From an optimization exercise on the open Yosys and OpenROAD flow, aimed at small area; shortcuts taken in it are not production practice.
Function was checked by simulation only, so behaviour that the tests miss may differ from the original.

==> module spi_master, before the edit <==
module spi_master(
    input clk,
    input reset,
    input pulse1,
    input pulse2,
    input [2:0] spd,
    input [7:0] data2send,
    input cpol,
    input cpha,
    input miso,
    output reg sclk,
    output reg cs1,
    output reg cs2,
    output reg mosi,
    output reg [7:0] data_received
);
localparam IDLE = 3'd0;
localparam CHIP1SELECT = 3'd1;
localparam CHIP2SELECT = 3'd2;
localparam CPHA0DELAY = 3'd3;
localparam CPHA1DELAY = 3'd4;
localparam CPHA0_DATA_PHASE = 3'd5;
localparam CPHA1_DATA_PHASE = 3'd6;
reg [7:0] counter;
wire [7:0] counter_inc = {counter[6:0], counter[7] ^ counter[6] ^ counter[1] ^ counter[0] ^ (counter[6:0] == 7'd0)};
reg signed [3:0] bit4tx;
reg signed [3:0] bit4rx;
reg [2:0] state, next_state;
reg activate_counter;
reg full_counted, half_counted;
always @ (*)
begin
    case (spd)
        3'd2: begin full_counted = (counter == 8'h54); half_counted = (counter == 8'hff); end  
        3'd3: begin full_counted = (counter == 8'hff); half_counted = (counter == 8'h38); end  
        3'd4: begin full_counted = (counter == 8'hb5); half_counted = (counter == 8'h0d); end  
        3'd5: begin full_counted = (counter == 8'h01); half_counted = (counter == 8'h00); end  
        default: begin full_counted = 1'b0; half_counted = 1'b0; end
    endcase
end
wire data_phase = (state == CPHA0_DATA_PHASE) || (state == CPHA1_DATA_PHASE);
always @ (*)
begin
    case (state)
        IDLE : begin
            if (pulse1)
                next_state = CHIP1SELECT;
            else if (pulse2)
                next_state = CHIP2SELECT;
            else
                next_state = state;
        end
        CHIP1SELECT, CHIP2SELECT : begin
            if (cpha == 0)
                next_state = CPHA0_DATA_PHASE;
            else
                next_state = CPHA1DELAY;
        end
        CPHA1DELAY : begin
            if (half_counted)
                next_state = CPHA1_DATA_PHASE;
            else
                next_state = state;
        end
        CPHA0_DATA_PHASE, CPHA1_DATA_PHASE: begin
            if (bit4tx == -1) begin
                if (cpha == 0)
                    next_state = CPHA0DELAY;
                else
                    next_state = IDLE;
            end else begin
                next_state = state;
            end
        end
        CPHA0DELAY : begin
            if (half_counted)
                next_state = IDLE;
            else
                next_state = state;
        end
        default : begin
            next_state = IDLE;
        end
    endcase
end
always @ (posedge clk)
begin
    if (activate_counter) begin
        if (full_counted)
            counter <= 0;
        else
            counter <= counter_inc;
    end else begin
        counter <= 0;
    end
end
always @ (posedge clk or posedge reset)
begin
    if (reset) begin
        state <= IDLE;
    end else begin
        state <= next_state;
    end
end
always @ (posedge clk or posedge reset)
begin
    if (reset) begin
        sclk <= 1'b0;
    end else begin
        if (state == IDLE) begin
            sclk <= cpol;
        end else if (state == CPHA0_DATA_PHASE && bit4tx >= 0) begin
            if (half_counted || full_counted) begin
                sclk <= ~sclk;
            end
        end else if (state == CPHA1_DATA_PHASE && bit4tx >= 0) begin
            if (counter == 0 || half_counted) begin
                sclk <= ~sclk;
            end
        end else begin
            sclk <= 0;
        end
    end
end
always @ (posedge clk)
begin
    if (state == IDLE)
        bit4tx <= 7;
    else if (data_phase && counter != 0 && full_counted)
        bit4tx <= bit4tx - 1'b1;
end
always @ (posedge clk or posedge reset)
begin
    if (reset) begin
        cs1 <= 1;
        cs2 <= 1;
        activate_counter <= 0;
        mosi <= 1'b0;
    end else begin
        if (state == IDLE) begin
            cs1 <= 1;
            cs2 <= 1;
            mosi <= 1'b0;
            activate_counter <= 0;
        end else if (state == CHIP1SELECT) begin
            cs1 <= 0;
        end else if (state == CHIP2SELECT) begin
            cs2 <= 0;
        end else if (state == CPHA1DELAY) begin
            mosi <= 0;
            activate_counter <= !half_counted;
        end else if (data_phase) begin
            activate_counter <= 1;
            if (counter == 0) begin
                if (bit4tx >= 0) begin
                    mosi <= data2send[bit4tx[2:0]];
                end
            end else if (full_counted) begin
                if (bit4tx == -1)
                    activate_counter <= 0;
            end
        end else if (state == CPHA0DELAY) begin
            mosi <= 1'b0;
            activate_counter <= 1;
        end
    end
end
always @ (posedge clk or posedge reset)
begin
    if (reset) begin
        data_received <= 0;
        bit4rx <= 7;
    end else begin
        if (bit4rx != -1) begin
            if (data_phase) begin
                if (half_counted) begin
                    data_received[bit4rx[2:0]] <= miso;
                    bit4rx <= bit4rx - 1'b1;
                end
            end
        end else begin
            bit4rx <= 7;
        end
    end
end
endmodule
==> flow/config.mk <==
export PLATFORM = sky130hd
export DESIGN_NAME = comms
export DESIGN_NICKNAME = comms
export VERILOG_FILES = /design/flow/design.v
export SDC_FILE = /design/flow/constraint.sdc
export NUM_CORES = 4
export LEC_CHECK = 0
export CAP_MARGIN = 20
export CORE_MARGIN = 2
export CORE_UTILIZATION = 40
export CTS_BUF_LIST = sky130_fd_sc_hd__clkbuf_4
export CTS_CLUSTER_DIAMETER = 50
export CTS_CLUSTER_SIZE = 10
export SLEW_MARGIN = 20
==> flow/constraint.sdc <==
create_clock -name core_clock -period 80.0 [get_ports {clk}]
set_input_delay 16.0000 -clock core_clock [delete_from_list [all_inputs] [get_ports {clk}]]
set_output_delay 16.0000 -clock core_clock [all_outputs]
set_load 0.01 [all_outputs]
standard.sh (not shown) runs the stock make flow with config.mk's settings and CLKGATE_MAP_FILE= SYNTH_SCRIPT=/design/flow/synth_recipe.tcl, a recipe that flattens the netlist after the stock synthesis.
==> flow/flow/run.sh <==
#!/bin/bash
# Layout flow: the standard ORFS flow (standard synthesis unchanged) with
# two changes to how the layout is made:
#  - ports are buffered with sky130_fd_sc_hd__buf_1 instead of the default
#    buffer_ports choice (every input and output port still gets a buffer);
#  - clock tree synthesis uses clkbuf_4 leaf clusters of at most 10 sinks
#    and inserts no dummy loads.
# ORFS writes each step's full log under orfs/logs/; make's own output goes
# to standard.log in this folder.
set -euo pipefail
export BUFFER_PORTS_ARGS="-buffer_cell sky130_fd_sc_hd__buf_1"
export CTS_ARGS="-sink_clustering_enable -repair_clock_nets -buf_list sky130_fd_sc_hd__clkbuf_4 -sink_clustering_size 10 -sink_clustering_max_diameter 50 -dont_use_dummy_load"
bash standard.sh finish > standard.log 2>&1
==> next run, changes <==
--- a/flow/design.v
+++ b/flow/design.v
@@ -726,45 +726,36 @@
         state <= IDLE;
     end else begin
         state <= next_state;
     end
 end
-always @ (posedge clk or posedge reset)
+always @ (posedge clk)
 begin
-    if (reset) begin
-        sclk <= 1'b0;
-    end else begin
-        if (state == IDLE) begin
-            sclk <= cpol;
-        end else if (state == CPHA0_DATA_PHASE && bit4tx >= 0) begin
-            if (half_counted || full_counted) begin
-                sclk <= ~sclk;
-            end
-        end else if (state == CPHA1_DATA_PHASE && bit4tx >= 0) begin
-            if (counter == 0 || half_counted) begin
-                sclk <= ~sclk;
-            end
-        end else begin
-            sclk <= 0;
+    if (state == IDLE) begin
+        sclk <= cpol;
+    end else if (state == CPHA0_DATA_PHASE && bit4tx >= 0) begin
+        if (half_counted || full_counted) begin
+            sclk <= ~sclk;
+        end
+    end else if (state == CPHA1_DATA_PHASE && bit4tx >= 0) begin
+        if (counter == 0 || half_counted) begin
+            sclk <= ~sclk;
         end
+    end else begin
+        sclk <= 0;
     end
 end
 always @ (posedge clk)
 begin
     if (state == IDLE)
         bit4tx <= 7;
     else if (data_phase && counter != 0 && full_counted)
         bit4tx <= bit4tx - 1'b1;
 end
-always @ (posedge clk or posedge reset)
+always @ (posedge clk)
 begin
-    if (reset) begin
-        cs1 <= 1;
-        cs2 <= 1;
-        activate_counter <= 0;
-        mosi <= 1'b0;
-    end else begin
+    begin
         if (state == IDLE) begin
             cs1 <= 1;
             cs2 <= 1;
             mosi <= 1'b0;
             activate_counter <= 0;
Setup slack is worse by 0.025 ns. Via count decreases by 2.3%. Global-route usage went down by 0.96 points. Clock-buffer cell count goes down by 3. Cell area shrinks by 2.0%. Non-clock buffer count shrinks by 3. First-iteration DRC count climbs by 13%.

static timing again, ports no longer ideal:
The results above use ideal ports. As a check the final layouts listed here were re-extracted and re-timed, cells and wires unchanged.
Step 1 (the two cells are an assumption about what drives the block):
set clk [get_ports {clk}]
set_driving_cell -lib_cell sky130_fd_sc_hd__clkbuf_16 $clk
set_driving_cell -lib_cell sky130_fd_sc_hd__buf_2 [delete_from_list [all_inputs] $clk]
Step 2 adds t to the input delays and takes it off the output delays; t is the mean of the earliest and latest rising clock arrival at the registers after step 1. Input paths then give back, and output paths get back, about the clock's delay inside the block.
a / b / c = ideal / step 1 / step 2; a / b = the first two.
run	t, ns	setup slack, ns	clock arrival spread, ns
the first run	0.645	62.028 / 61.979 / 62.624	0.111 / 0.111
the second run	0.681	62.003 / 61.956 / 62.588	0.066 / 0.066
After both steps setup and hold are still met in every run listed. Setup slack includes reset recovery checks.
